What follows belongs to an exercise in optimizing a design on an open flow for small area; a production flow would make more cautious choices.
Only simulation tests tie the RTL to the original design; equivalence was not proved.
Power and IR drop assume default switching activity.

$ cat run.sh
#!/bin/bash
# synth_recipe.tcl (not shown) runs the flow's synth.tcl, then flattens the netlist and writes it again
# the make line also repeats each setting of config.mk as NAME=value (left out here)
make -C /OpenROAD-flow-scripts/flow DESIGN_CONFIG=/design/flow/config.mk WORK_HOME=/design/flow/orfs CLKGATE_MAP_FILE= SYNTH_SCRIPT=/design/flow/synth_recipe.tcl finish
$ cat config.mk
export PLATFORM = sky130hd
export DESIGN_NAME = usb
export DESIGN_NICKNAME = usb
export VERILOG_FILES = /design/flow/design.v
export SDC_FILE = /design/flow/constraint.sdc
export NUM_CORES = 4
export LEC_CHECK = 0
export CAP_MARGIN = 20
export CORE_MARGIN = 2
export CORE_UTILIZATION = 40
export PLACE_DENSITY = 0.6
export SLEW_MARGIN = 20
$ cat constraint.sdc
create_clock -name core_clock -period 20.8 [get_ports {clk_48}]
set_input_delay 4.1600 -clock core_clock [delete_from_list [all_inputs] [get_ports {clk_48}]]
set_output_delay 4.1600 -clock core_clock [all_outputs]
set_load 0.01 [all_outputs]
$ cat design.v
module usb_crc5(
    input rst_n,
    input clk,
    input clken,
    input d,
    output valid
    );
reg[4:0] r;
reg[4:0] next;
wire top = r[4];
assign valid = (next == 5'b01100);
always @(*) begin
    if (top == d)
        next = { r[3], r[2], r[1], r[0], 1'b0 };
    else
        next = { r[3], r[2], !r[1], r[0], 1'b1 };
end
always @(posedge clk or negedge rst_n) begin
    if (!rst_n) begin
        r <= 5'b11111;
    end else if (clken) begin
        r <= next;
    end
end
endmodule
module usb_crc16(
    input rst_n,
    input clk,
    input clken,
    input d,
    input dump,
    output out,
    output valid
    );
reg[15:0] r;
reg[15:0] next;
assign out = r[15];
assign valid = (next == 16'b1000000000001101);
always @(*) begin
    if (dump || out == d)
        next = { r[14:0], 1'b0 };
    else
        next = { !r[14], r[13:2], !r[1], r[0], 1'b1 };
end
always @(posedge clk or negedge rst_n) begin
    if (!rst_n) begin
        r <= 16'hffff;
    end else if (clken) begin
        r <= next;
    end
end
endmodule
module usb_clk_recovery(
    input rst_n,
    input clk,
    input i,
    output strobe
    );
reg[1:0] cntr;
reg prev_i;
assign strobe = cntr == 2'b0;
always @(posedge clk or negedge rst_n) begin
    if (!rst_n) begin
        cntr <= 2'b0;
        prev_i <= 1'b0;
    end else begin
        if (i == prev_i) begin
            cntr <= cntr - 1'b1;
        end else begin
            cntr <= 2'b1;
        end
        prev_i <= i;
    end
end
endmodule
module usb_bit_destuff(
    input rst_n,
    input clk,
    input clken,
    input d,
    output strobe);
reg[6:0] data;
assign strobe = clken && (data != 7'b0111111);
always @(posedge clk or negedge rst_n) begin
    if (!rst_n) begin
        data <= 7'b0000000;
    end else if (clken) begin
        data <= { data[5:0], d };
    end
end
endmodule
module usb_sync_detect(
    input rst_n,
    input clk,
    input clken,
    input j,
    input se0,
    output sync);
reg[6:0] data;
assign sync = (data == 7'b0101010 && !j && !se0);
always @(posedge clk or negedge rst_n) begin
    if (!rst_n) begin
        data <= 7'd0;
    end else if (clken) begin
        data <= { data[5:0], j || se0 };
    end
end
endmodule
module usb_reset_detect(
    input rst_n,
    input clk,
    input se0,
    output usb_rst);
localparam cntr_rst_val = 19'd480000;
reg[18:0] cntr;
assign usb_rst = cntr == 19'b0;
always @(posedge clk or negedge rst_n) begin
    if (!rst_n) begin
        cntr <= cntr_rst_val;
    end else begin
        if (se0) begin
            if (!usb_rst)
                cntr <= cntr - 1'b1;
        end else begin
            cntr <= cntr_rst_val;
        end
    end
end
endmodule
module multisample3(
    input clk,
    input in,
    output reg out
    );
reg[2:0] r;
always @(r) begin
    case (r)
        3'b000: out = 1'b0;
        3'b001: out = 1'b0;
        3'b010: out = 1'b0;
        3'b011: out = 1'b1;
        3'b100: out = 1'b0;
        3'b101: out = 1'b1;
        3'b110: out = 1'b1;
        3'b111: out = 1'b1;
    endcase
end
always @(posedge clk) begin
    r <= { r[1:0], in };
end
endmodule
module multisample5(
    input clk,
    input in,
    output reg out
    );
reg[4:0] r;
always @(r) begin
    case (r)
        5'b00000: out = 1'b0;
        5'b00001: out = 1'b0;
        5'b00010: out = 1'b0;
        5'b00011: out = 1'b0;
        5'b00100: out = 1'b0;
        5'b00101: out = 1'b0;
        5'b00110: out = 1'b0;
        5'b00111: out = 1'b1;
        5'b01000: out = 1'b0;
        5'b01001: out = 1'b0;
        5'b01010: out = 1'b0;
        5'b01011: out = 1'b1;
        5'b01100: out = 1'b0;
        5'b01101: out = 1'b1;
        5'b01110: out = 1'b1;
        5'b01111: out = 1'b1;
        5'b10000: out = 1'b0;
        5'b10001: out = 1'b0;
        5'b10010: out = 1'b0;
        5'b10011: out = 1'b1;
        5'b10100: out = 1'b0;
        5'b10101: out = 1'b1;
        5'b10110: out = 1'b1;
        5'b10111: out = 1'b1;
        5'b11000: out = 1'b0;
        5'b11001: out = 1'b1;
        5'b11010: out = 1'b1;
        5'b11011: out = 1'b1;
        5'b11100: out = 1'b1;
        5'b11101: out = 1'b1;
        5'b11110: out = 1'b1;
        5'b11111: out = 1'b1;
    endcase
end
always @(posedge clk) begin
    r <= { r[3:0], in };
end
endmodule
module nrzi_decode(
    input clk,
    input clken,
    input i,
    output o
    );
reg prev_i;
assign o = (prev_i == i);
always @(posedge clk) begin
    if (clken) begin
        prev_i <= i;
    end
end
endmodule
module usb_recv_sm(
    input rst_n,
    input clk,
    input strobe,
    input din,
    input sync,
    input se0,
    output reg[3:0] xpid,
    output reg[7:0] xdata,
    output xpacket,
    output reg xdatastrobe,
    output reg xcrc5_ok,
    output reg xcrc16_ok
    );
reg clear_shift;
reg[7:0] shift_reg;
reg[8:0] next_shift;
always @(*) begin
    if (clear_shift)
        next_shift = { 8'b1, din };
    else
        next_shift = { shift_reg[7:0], din };
end
always @(posedge clk) begin
    if (strobe) begin
        shift_reg <= next_shift[7:0];
    end
end
localparam
    st_idle = 2'b00,
    st_done = 2'b10,
    st_pid = 2'b01,
    st_data = 2'b11;
reg[1:0] state;
wire crc5_valid;
usb_crc5 crc5(
    .rst_n(rst_n && xpacket),
    .clk(clk),
    .clken(strobe),
    .d(din),
    .valid(crc5_valid)
    );
wire crc16_valid;
usb_crc16 crc16(
    .rst_n(rst_n && xpacket),
    .clk(clk),
    .clken(strobe),
    .d(din),
    .dump(1'b0),
    .out(),
    .valid(crc16_valid)
    );
assign xpacket = (state == st_data);
always @(posedge clk or negedge rst_n) begin
    if (!rst_n) begin
        state <= st_idle;
        clear_shift <= 1'b0;
        xpid <= 4'b0;
        xdata <= 8'b0;
        xdatastrobe <= 1'b0;
        xcrc5_ok <= 1'b0;
        xcrc16_ok <= 1'b0;
    end else if (strobe) begin
        clear_shift <= 1'b0;
        xdatastrobe <= 1'b0;
        case (state)
            st_idle: begin
                if (sync && !se0) begin
                    state <= st_pid;
                    clear_shift <= 1'b1;
                end
            end
            st_pid: begin
                if (se0) begin
                    state <= st_idle;
                end else begin
                    if (next_shift[8]) begin
                        if (next_shift[7:4] == ~next_shift[3:0]) begin
                            clear_shift <= 1'b1;
                            xpid <= { next_shift[4], next_shift[5], next_shift[6], next_shift[7] };
                            state <= st_data;
                            xcrc5_ok <= 1'b0;
                            xcrc16_ok <= 1'b0;
                        end else begin
                            state <= st_done;
                        end
                    end else begin
                        clear_shift <= 1'b0;
                    end
                end
            end
            st_data: begin
                if (se0) begin
                    state <= st_idle;
                end else begin
                    clear_shift <= 1'b0;
                    if (next_shift[8]) begin
                        clear_shift <= 1'b1;
                        xdata <= {
                            next_shift[0], next_shift[1], next_shift[2], next_shift[3],
                            next_shift[4], next_shift[5], next_shift[6], next_shift[7] };
                        xdatastrobe <= 1'b1;
                        xcrc5_ok <= crc5_valid;
                        xcrc16_ok <= crc16_valid;
                    end
                end
            end
            default: begin
                if (se0)
                    state <= st_idle;
            end
        endcase
    end
end
endmodule
module usb_recv(
    input rst_n,
    input clk_48,
    input rx_j,
    input rx_se0,
    output short_idle,
    output usb_rst,
    output[3:0] xpid,
    output[7:0] xdata,
    output xpacket,
    output xdatastrobe,
    output xcrc5_ok,
    output xcrc16_ok
    );
wire j;
multisample3 d_filter(
    .clk(clk_48),
    .in(rx_j),
    .out(j));
wire se0;
multisample5 se0_filter(
    .clk(clk_48),
    .in(rx_se0),
    .out(se0));
reg[2:0] short_idle_counter;
assign short_idle = short_idle_counter == 3'b0;
always @(posedge clk_48) begin
    if (se0 || !j || xpacket)
        short_idle_counter <= 3'b111;
    else if (short_idle_counter != 3'b0)
        short_idle_counter <= short_idle_counter - 1'b1;
end
wire nrzi_strobe;
usb_clk_recovery clk_rcvr(
    .rst_n(rst_n),
    .clk(clk_48),
    .i(j),
    .strobe(nrzi_strobe)
    );
wire d;
nrzi_decode nrzi_decoder(
    .clk(clk_48),
    .clken(nrzi_strobe),
    .i(j),
    .o(d));
wire strobe;
usb_bit_destuff destuffer(
    .rst_n(rst_n),
    .clk(clk_48),
    .clken(nrzi_strobe),
    .d(d),
    .strobe(strobe)
    );
usb_reset_detect reset_detect(
    .rst_n(rst_n),
    .clk(clk_48),
    .se0(se0),
    .usb_rst(usb_rst));
wire sync_seq;
usb_sync_detect sync_detect(
    .rst_n(rst_n),
    .clk(clk_48),
    .clken(nrzi_strobe),
    .j(j),
    .se0(se0),
    .sync(sync_seq));
wire strobed_xdatastrobe;
assign xdatastrobe = strobed_xdatastrobe && strobe;
usb_recv_sm sm(
    .rst_n(rst_n),
    .clk(clk_48),
    .strobe(strobe),
    .din(d),
    .sync(sync_seq),
    .se0(se0),
    .xpid(xpid),
    .xdata(xdata),
    .xpacket(xpacket),
    .xdatastrobe(strobed_xdatastrobe),
    .xcrc5_ok(xcrc5_ok),
    .xcrc16_ok(xcrc16_ok)
    );
endmodule
module usb_tx(
    input rst_n,
    input clk_48,
    output tx_en,
    output tx_j,
    output tx_se0,
    input transmit,
    input[7:0] data,
    input update_crc16,
    input send_crc16,
    output data_strobe
    );
reg[1:0] tx_clock;
wire bit_strobe = tx_clock == 2'b00;
always @(posedge clk_48 or negedge rst_n) begin
    if (!rst_n) begin
        tx_clock <= 2'b00;
    end else begin
        tx_clock <= tx_clock + 1'b1;
    end
end
wire bit_stuff;
wire tx_strobe = bit_strobe && !bit_stuff;
reg[2:0] state;
localparam
    st_idle = 3'b000,
    st_sync = 3'b101,
    st_run  = 3'b001,
    st_eop1 = 3'b010,
    st_eop2 = 3'b011,
    st_eop3 = 3'b100,
    st_crc1 = 3'b110,
    st_crc2 = 3'b111;
assign tx_en = (state != st_idle);
reg[8:0] tx_data;
reg crc_enabled;
wire dump_crc = state == st_crc1 || state == st_crc2;
wire crc_out;
wire d = dump_crc? !crc_out: tx_data[0];
wire se0 = !bit_stuff && (state == st_eop1 || state == st_eop2);
wire tx_data_empty = (tx_data[8:2] == 7'b0);
assign data_strobe = transmit && tx_data_empty && tx_strobe;
always @(posedge clk_48 or negedge rst_n) begin
    if (!rst_n) begin
        state <= st_idle;
    end else if (tx_strobe) begin
        case (state)
            st_idle: begin
                if (transmit)
                    state <= st_run;
            end
            st_sync: begin
                if (tx_data_empty)
                    state <= st_run;
            end
            st_run: begin
                if (tx_data_empty && !transmit) begin
                    if (send_crc16)
                        state <= st_crc1;
                    else
                        state <= st_eop1;
                end
            end
            st_crc1: begin
                if (tx_data_empty)
                    state <= st_crc2;
            end
            st_crc2: begin
                if (tx_data_empty)
                    state <= st_eop1;
            end
            st_eop1: begin
                state <= st_eop2;
            end
            st_eop2: begin
                state <= st_eop3;
            end
            st_eop3: begin
                state <= st_idle;
            end
        endcase
    end
end
always @(posedge clk_48) begin
    if (tx_strobe) begin
        if (!tx_en) begin
            tx_data <= 9'b110000000;  
            crc_enabled <= 1'b0;
        end else if (tx_data_empty) begin
            tx_data <= { 1'b1, data };
            crc_enabled <= update_crc16;
        end else begin
            tx_data <= { 1'b0, tx_data[8:1] };
        end
    end
end
reg[2:0] bit_stuff_counter;
assign bit_stuff = bit_stuff_counter == 3'd6;
always @(posedge clk_48 or negedge rst_n) begin
    if (!rst_n) begin
        bit_stuff_counter <= 3'b0;
    end else if (bit_strobe) begin
        if (state == st_idle || !d || bit_stuff || se0)
            bit_stuff_counter <= 3'b0;
        else
            bit_stuff_counter <= bit_stuff_counter + 1'b1;
    end
end
reg last_j;
wire j = state == st_idle || state == st_eop3? 1'b1: ((bit_stuff || !d)? !last_j: last_j);
always @(posedge clk_48) begin
    if (bit_strobe)
        last_j <= tx_en? j: 1'b1;
end
assign tx_j = j;
assign tx_se0 = se0;
usb_crc16 tx_crc(
    .rst_n(rst_n && state != st_idle),
    .clk(clk_48),
    .clken(tx_strobe && (dump_crc || crc_enabled)),
    .d(d),
    .dump(dump_crc),
    .out(crc_out),
    .valid()
    );
endmodule
module usb(
    input rst_n,
    input clk_48,
    input rx_j,
    input rx_se0,
    output tx_en,
    output tx_j,
    output tx_se0,
    input[6:0] usb_address,
    output usb_rst,
    output reg transaction_active,
    output reg[3:0] endpoint,
    output reg direction_in,
    output reg setup,
    input data_toggle,
    input[1:0] handshake,
    output reg[7:0] data_out,
    input[7:0] data_in,
    input data_in_valid,
    output reg data_strobe,
    output reg success
    );
localparam
    hs_ack = 2'b00,
    hs_none = 2'b01,
    hs_nak = 2'b10,
    hs_stall = 2'b11;
wire[3:0] recv_pid;
wire[7:0] recv_data;
wire recv_packet;
wire recv_datastrobe;
wire recv_crc5_ok;
wire recv_crc16_ok;
wire recv_short_idle;
usb_recv recv(
    .rst_n(rst_n),
    .clk_48(clk_48),
    .rx_j(rx_j),
    .rx_se0(rx_se0),
    .short_idle(recv_short_idle),
    .usb_rst(usb_rst),
    .xpid(recv_pid),
    .xdata(recv_data),
    .xpacket(recv_packet),
    .xdatastrobe(recv_datastrobe),
    .xcrc5_ok(recv_crc5_ok),
    .xcrc16_ok(recv_crc16_ok)
    );
reg tx_transmit;
reg[7:0] tx_data;
wire tx_data_strobe;
reg tx_enable_crc16;
wire tx_send_crc16;
usb_tx tx(
    .rst_n(rst_n),
    .clk_48(clk_48),
    .tx_en(tx_en),
    .tx_j(tx_j),
    .tx_se0(tx_se0),
    .transmit(tx_transmit),
    .data(tx_data),
    .data_strobe(tx_data_strobe),
    .update_crc16(tx_enable_crc16),
    .send_crc16(tx_send_crc16)
    );
reg[7:0] recv_queue_0;
reg[7:0] recv_queue_1;
reg recv_queue_0_valid;
reg recv_queue_1_valid;
always @(posedge clk_48) begin
    if (!recv_packet) begin
        recv_queue_1_valid <= 1'b0;
        recv_queue_0_valid <= 1'b0;
    end else if (recv_datastrobe) begin
        data_out <= recv_queue_1;
        recv_queue_1 <= recv_queue_0;
        recv_queue_0 <= recv_data;
        recv_queue_1_valid <= recv_queue_0_valid;
        recv_queue_0_valid <= 1'b1;
    end
end
localparam
    st_idle = 3'b000,
    st_data = 3'b001,
    st_err = 3'b010,
    st_send_handshake = 3'b011,
    st_in = 3'b100,
    st_prep_recv_ack = 3'b101,
    st_recv_ack = 3'b110,
    st_send_ack = 3'b111;
reg[2:0] state;
assign tx_send_crc16 = state == st_prep_recv_ack;
localparam
    pt_special   = 2'b00,
    pt_token     = 2'b01,
    pt_handshake = 2'b10,
    pt_data      = 2'b11;
localparam
    tok_out   = 2'b00,
    tok_sof   = 2'b01,
    tok_in    = 2'b10,
    tok_setup = 2'b11;
reg[6:0] token_timeout;
wire token_active = token_timeout != 7'b0;
reg[1:0] handshake_latch;
always @(posedge clk_48 or negedge rst_n) begin
    if (!rst_n) begin
        success <= 1'b0;
        state <= st_idle;
        data_strobe <= 1'b0;
        endpoint <= 4'b0;
        direction_in <= 1'b0;
        setup <= 1'b0;
        transaction_active <= 1'b0;
        token_timeout <= 7'b0;
        tx_transmit <= 1'b0;
        tx_enable_crc16 <= 1'b0;
        handshake_latch <= 2'b00;
    end else begin
        if (token_timeout != 7'b0)
            token_timeout <= token_timeout - 1'b1;
        if (!transaction_active) begin
            endpoint <= 4'b0;
            direction_in <= 1'b0;
            setup <= 1'b0;
            handshake_latch <= 2'b00;
        end
        success <= 1'b0;
        data_strobe <= 1'b0;
        tx_transmit <= 1'b0;
        case (state)
            st_idle: begin
                if (!token_active)
                    transaction_active <= 1'b0;
                if (recv_packet) begin
                    if (recv_pid[1:0] == pt_token) begin
                        state <= st_data;
                    end else begin
                        if (recv_pid[1:0] == pt_data && !recv_pid[2] && token_active) begin
                            handshake_latch <= handshake;
                            state <= recv_pid[3] == data_toggle? st_data: st_send_ack;
                        end else begin
                            state <= st_err;
                        end
                    end
                end
            end
            st_data: begin
                if (!recv_packet) begin
                    state <= st_idle;
                    case (recv_pid[1:0])
                        pt_token: begin
                            if (recv_queue_1_valid && recv_crc5_ok && recv_queue_1[6:0] == usb_address && recv_pid[3:2] != tok_sof) begin
                                token_timeout <= 7'h7f;
                                transaction_active <= 1'b1;
                                endpoint <= { recv_queue_0[2:0], recv_queue_1[7] };
                                case (recv_pid[3:2])
                                    tok_in: begin
                                        direction_in <= 1'b1;
                                        setup <= 1'b0;
                                        state <= st_in;
                                    end
                                    tok_out: begin
                                        direction_in <= 1'b0;
                                        setup <= 1'b0;
                                    end
                                    tok_setup: begin
                                        direction_in <= 1'b0;
                                        setup <= 1'b1;
                                    end
                                endcase
                            end else begin
                                transaction_active <= 1'b0;
                                endpoint <= 4'b0;
                                direction_in <= 1'b0;
                                setup <= 1'b0;
                            end
                        end
                        pt_data: begin
                            if (recv_queue_1_valid && recv_crc16_ok) begin
                                if (handshake_latch == hs_ack || handshake_latch == hs_none)
                                    success <= 1'b1;
                                state <= st_send_handshake;
                            end
                        end
                        default: begin
                            endpoint <= 4'b0;
                            direction_in <= 1'b0;
                            setup <= 1'b0;
                        end
                    endcase
                end else if (recv_datastrobe) begin
                    case (recv_pid[1:0])
                        pt_token: begin
                            if (recv_queue_1_valid)
                                state <= st_err;
                        end
                        pt_data: begin
                            if (recv_queue_1_valid && (handshake_latch == hs_ack || handshake_latch == hs_none))
                                data_strobe <= 1'b1;
                        end
                        default: begin
                            state <= st_err;
                        end
                    endcase
                end
            end
            st_in: begin
                tx_transmit <= tx_transmit;
                if (!tx_transmit && recv_short_idle) begin
                    if (handshake != hs_ack && handshake != hs_none) begin
                        handshake_latch <= handshake;
                        state <= st_send_handshake;
                    end else begin
                        tx_data <= { !data_toggle, 3'b100, data_toggle, 3'b011 };
                        tx_transmit <= 1'b1;
                    end
                end
                if (tx_transmit && tx_data_strobe) begin
                    if (!data_in_valid) begin
                        if (handshake == hs_ack) begin
                            state <= st_prep_recv_ack;
                        end else begin
                            state <= st_err;
                            success <= 1'b1;
                            transaction_active <= 1'b0;
                        end
                        tx_enable_crc16 <= 1'b0;
                        tx_transmit <= 1'b0;
                    end else begin
                        tx_data <= data_in;
                        data_strobe <= 1'b1;
                        tx_enable_crc16 <= 1'b1;
                    end
                end
            end
            st_prep_recv_ack: begin
                token_timeout <= 7'h7f;
                if (!tx_en && !recv_packet)
                    state <= st_recv_ack;
            end
            st_recv_ack: begin
                if (recv_packet) begin
                    state <= st_err;
                    if (recv_pid == 4'b0010) begin
                        success <= 1'b1;
                        transaction_active <= 1'b0;
                    end
                end
                if (!token_active && !recv_packet)
                    state <= st_idle;
            end
            st_send_ack: begin
                tx_transmit <= tx_transmit;
                if (!tx_transmit && recv_short_idle) begin
                    tx_data <= 8'b11010010;  
                    tx_transmit <= 1'b1;
                end
                if (tx_transmit && tx_data_strobe) begin
                    tx_transmit <= 1'b0;
                    state <= st_err;
                end
            end
            st_send_handshake: begin
                tx_transmit <= tx_transmit;
                if (!tx_transmit && recv_short_idle) begin
                    case (handshake_latch)
                        hs_none: begin
                            state <= st_idle;
                        end
                        hs_ack: begin
                            tx_data <= 8'b11010010;
                            tx_transmit <= 1'b1;
                        end
                        hs_nak: begin
                            tx_data <= 8'b01011010;
                            tx_transmit <= 1'b1;
                        end
                        hs_stall: begin
                            tx_data <= 8'b00011110;
                            tx_transmit <= 1'b1;
                        end
                    endcase
                end
                if (tx_transmit && tx_data_strobe) begin
                    tx_transmit <= 1'b0;
                    state <= st_err;
                end
            end
            default: begin
                transaction_active <= 1'b0;
                if (!tx_en && !recv_packet)
                    state <= st_idle;
            end
        endcase
    end
end
endmodule
==> run notes <==
[where the power goes]
part | internal [mW] | total (mW) | leakage (nW) | switching [mW]
sequential | 0.459 | 0.508 | 2.08 | 0.0497
clock | 0.160 | 0.304 | 0.273 | 0.144
combinational | 0.0903 | 0.196 | 1.54 | 0.106
[routing by layer]
metal	GRT usage (%)	wire length, um
met5	0	0
met4	4.90	238
met3	3.71	661
met2	26.1	8080
met1	21.3	7470
[per-stage QoR]
| step | worst slack [ns] | utilization, % |
|---|---|---|
| 2_1_floorplan | 15.03 | - |
| 3_3_place_gp | 14.46 | 44.5 |
| 3_5_place_dp | 14.44 | 44.5 |
| 4_1_cts | 13.95 | 47.2 |
| 5_1_grt | 13.84 | 47.2 |
| 6_report | 13.96 | 47.2 |
[cells in the final DEF (no fill, tap or decap), types with 5 or more instances in the layout]
master                            instances
sky130_fd_sc_hd__a21oi_1                 30
sky130_fd_sc_hd__buf_4                    6
sky130_fd_sc_hd__clkbuf_16               17
sky130_fd_sc_hd__clkdlybuf4s50_1         42
sky130_fd_sc_hd__dfrtp_1                 78
sky130_fd_sc_hd__dfstp_2                 44
sky130_fd_sc_hd__dfxtp_1                 13
sky130_fd_sc_hd__edfxtp_1                52
sky130_fd_sc_hd__ha_1                    13
sky130_fd_sc_hd__inv_1                   29
sky130_fd_sc_hd__mux2_2                  41
sky130_fd_sc_hd__mux2i_1                  5
sky130_fd_sc_hd__nand2_1                104
sky130_fd_sc_hd__nand2b_1                 8
sky130_fd_sc_hd__nand3_1                 13
sky130_fd_sc_hd__nand3b_1                 5
sky130_fd_sc_hd__nand4_1                  5
sky130_fd_sc_hd__nor2_1                  60
sky130_fd_sc_hd__nor2b_1                 13
sky130_fd_sc_hd__nor3_1                  27
sky130_fd_sc_hd__nor4_1                   7
sky130_fd_sc_hd__o21ai_0                 40
sky130_fd_sc_hd__or3_1                   10
sky130_fd_sc_hd__xnor2_1                 21
sky130_fd_sc_hd__xor2_1                  24
[cells by family (layout without fill, tap and decap cells)]
family,after synthesis,count (layout),share of synthesized area (%)
adders and majority gates,15,15,2.18
xor gates and xnor gates,46,46,4.91
DFF,187,187,58.9
and+or+nand+nor,285,285,16.9
muxes,46,46,6.12
AOI/OAI and AO/OA,114,114,8.38
buffers and inverters,57,110,2.62
[worst max-delay path by stage]
stage	slack (ns)	cells past startpoint	to
2_1_floorplan	15.03	3	usb_rst
3_3_place_gp	14.46	4	usb_rst
3_5_place_dp	14.44	4	usb_rst
4_1_cts	13.95	4	usb_rst
5_1_grt	13.84	4	usb_rst
6_report	13.96	4	usb_rst
[cell type report]
| type | instances | area (um2) |
|---|---|---|
| Clock buffer | 19 | 443 |
| Clock inverter | 13 | 111 |
| Sequential cell | 187 | 4930 |
| Timing Repair Buffer | 48 | 465 |
| Fill cell | 1832 | 10700 |
| Inverter | 30 | 113 |
| Tap cell | 270 | 338 |
| Multi-Input combinational cell | 506 | 3220 |
==> Flow_metrics.wiki <==
{| class="wikitable"
! Metric !! Value
|-
| Outcome || no timing/DRC/antenna violations
|-
| Gates resized, CTS repair || 0
|-
| Slowest cell on crit path || sky130_fd_sc_hd__or4_1
|-
| Worst-path cell chain || or4_1 -> or3_1 -> nor3_2 -> clkdlybuf4s50_1
|-
| Ys Warns || 13
|-
| Bufs and invs on worst path || 1
|-
| Number of DRC violations after detailed routing || 0
|-
| Power Dens Cells || 105 mW/mm2
|-
| Post-layout power || 1.01 mW
|-
| Highest Clock Rate || 0.146 GHz
|-
| Wire length of the first global-routing pass || 28000 um
|-
| Post-CTS setup buffer count || 0
|-
| Die Outline Area || 0.0221 mm2
|-
| Number of flip-flops in the largest register || 19
|-
| Number of antenna violations at the first check in global routing || 0
|-
| Category of cells accounting for the largest share of critical-path delay || simple AND/OR/NAND/NOR gates
|-
| Arr. time, crit path || 2.68 ns
|-
| Path depth of the worst reg2reg path || 7
|-
| Worst R2R Setup Slack || 17.30 ns
|-
| Detailed-router iteration count before antenna repair || 5
|-
| Count of H-tree levels built during CTS || 4
|-
| Initial drt markers || 307
|-
| Final instance area || 0.00962 mm2
|-
| Crit-path max cell delay || 0.59 ns
|-
| Maximum number of pins on one net before global-route repair || 47
|-
| Clock tree root buffer cell || sky130_fd_sc_hd__clkbuf_16
|-
| Proportion of register bits with asynchronous set or reset after synthesis || 65.2%
|-
| Leading area contributor after synthesis || sky130_fd_sc_hd__dfrtp_1
|-
| Worst-case hold slack || 0.359 ns
|-
| Top reg by flops || recv.reset_detect.cntr
|-
| Pleak || 3.89 nW
|-
| Fraction of post-synthesis cell area in the top cell type by area || 23.3%
|-
| Cell with the most instances after synthesis || sky130_fd_sc_hd__nand2_1
|-
| Number of synthesized flops with an enable pin || 52
|-
| Biggest regs || recv.reset_detect.cntr: 19 flops, recv.sm.crc16.r: 16 flops, tx.tx_crc.r: 16 flops
|-
| Clock tree from TritonCTS || yes
|-
| Total number of vias || 5602
|-
| Top cells by area, synth || sky130_fd_sc_hd__dfrtp_1 (23%), sky130_fd_sc_hd__edfxtp_1 (19%), sky130_fd_sc_hd__dfstp_2 (14%), sky130_fd_sc_hd__mux2_2 (5.5%), sky130_fd_sc_hd__nand2_1 (4.7%)
|-
| Total nets after synthesis || 786
|-
| Most common flop cell mapped by yosys || sky130_fd_sc_hd__dfrtp_1
|-
| Layout Cells excl Fill || 1073
|-
| Chip width || 149 um
|-
| IO Port Bufs || 43
|-
| Final period utilization || 32.9%
|-
| Launch point of the worst reg-to-reg path || recv.clk_rcvr.cntr[0]
|-
| Actual slew at the worst max-slew pin || 0.982 ns
|-
| Insertion delay to the later sink of the worst-skew pair || 0.43 ns
|-
| Relative slew slack || 34.5%
|-
| Antenna diode count || 0
|-
| Quantity of hold-fixing buffers added after cts || 0
|-
| Setup TNS || 0 ns
|-
| Setup repair after global routing missed its margin || no
|-
| Syn Area/Cell || 11.2 um2
|-
| Area growth from synthesis to layout || 15.0%
|-
| Crit-path max FO || 3
|-
| Worst hold path endpoint || recv.d_filter.r[1]
|-
| Worst hold path depth || 0
|-
| Clock sink count || 187
|-
| Routed length per placed instance || 15.3 um
|-
| Post-DP HPWL || 11700 um
|-
| Kind of end point of the critical path || output pin
|-
| Minimum period implied by the final worst setup slack || 6.84 ns
|-
| Final number of hold-violating endpoints || 0
|-
| Number of rows created at floorplan || 52
|-
| Placeable core region || 0.0204 mm2
|-
| Number of ports placed on the die boundary || 44
|-
| Worst clock skew on the final layout || 0.0142 ns
|-
| Number of max-slew violations in the final report || 0
|-
| Worst min-delay path class || flip-flop to flip-flop
|-
| Effective utilization at floorplan || 41.1%
|-
| Final wirelength || 16500 um
|-
| Final setup violating endpoints || 0
|-
| Antenna Nets Post-Route || 0
|-
| GRT Residual Overflow || 0
|-
| IR drop worst, VDD || 0.0568 mV
|-
| Gpl congestion || 0.850
|-
| Synthesized cell area || 0.00836 mm2
|-
| Commonest cells in the netlist || sky130_fd_sc_hd__nand2_1 (104), sky130_fd_sc_hd__dfrtp_1 (78), sky130_fd_sc_hd__nor2_1 (61)
|-
| Startpoint Class || flip-flop
|-
| RR Endpoint || recv.sm.xdata[1]
|-
| Total cell area at the placement stage || 0.00906 mm2
|-
| Crit Path Class || flip-flop to output pin
|-
| Worst-case clock buffer depth || 2
|-
| NumNets Final || 826
|-
| CTS Buf Count || 17
|-
| Fraction of final layout cells with drive strength greater than 1 || 17.4%
|-
| Hold path startpoint || recv.d_filter.r[0]
|-
| DR vias/cell || 5.22
|-
| Vias in the first global route || 5608
|-
| Clock-pin slew of the registers on the worst-case setup and hold paths || 0.07 ns
|-
| Register bit total from synthesis || 187
|-
| Synthesized instance count || 750
|-
| Number of distinct library cell variants in the gate-level netlist after synthesis || 67
|-
| Number of instances in the placed design || 1041
|-
| # Max-Cap Violations || 0
|-
| Portion of the post-synthesis area used by sequential elements || 58.9%
|-
| WP data required || 16.64 ns
|-
| Start point of the critical path || recv.reset_detect.cntr[15]
|-
| Die height || 149 um
|-
| Total routing resource utilization after global routing || 16.0%
|}

==> what the ideal ports hide <==
How much do the figures lean on ideal ports? The routed layout below was timed once more, with nothing changed but the port constraints.
Step 1: set_driving_cell puts a clkbuf_16 on clk_48 and a buf_2 on each other input, an assumption about the parent block.
Step 2 adds t to the input delays and takes it off the output delays; t is the mean of the earliest and latest rising clock arrival at the registers after step 1. Input paths then give back, and output paths get back, about the clock's delay inside the block.
Slacks: ideal / step 1 / step 2; pairs: ideal / step 1.
shift t [ns]: 0.470
setup WS [ns]: 13.960 / 13.918 / 14.387
worst setup path after step 2: register to output
cell pins on the clock port's net: 1
After both steps setup and hold are still met in this run. The setup slack of this run moves by -0.042 ns with the drivers and by +0.427 ns with both steps.
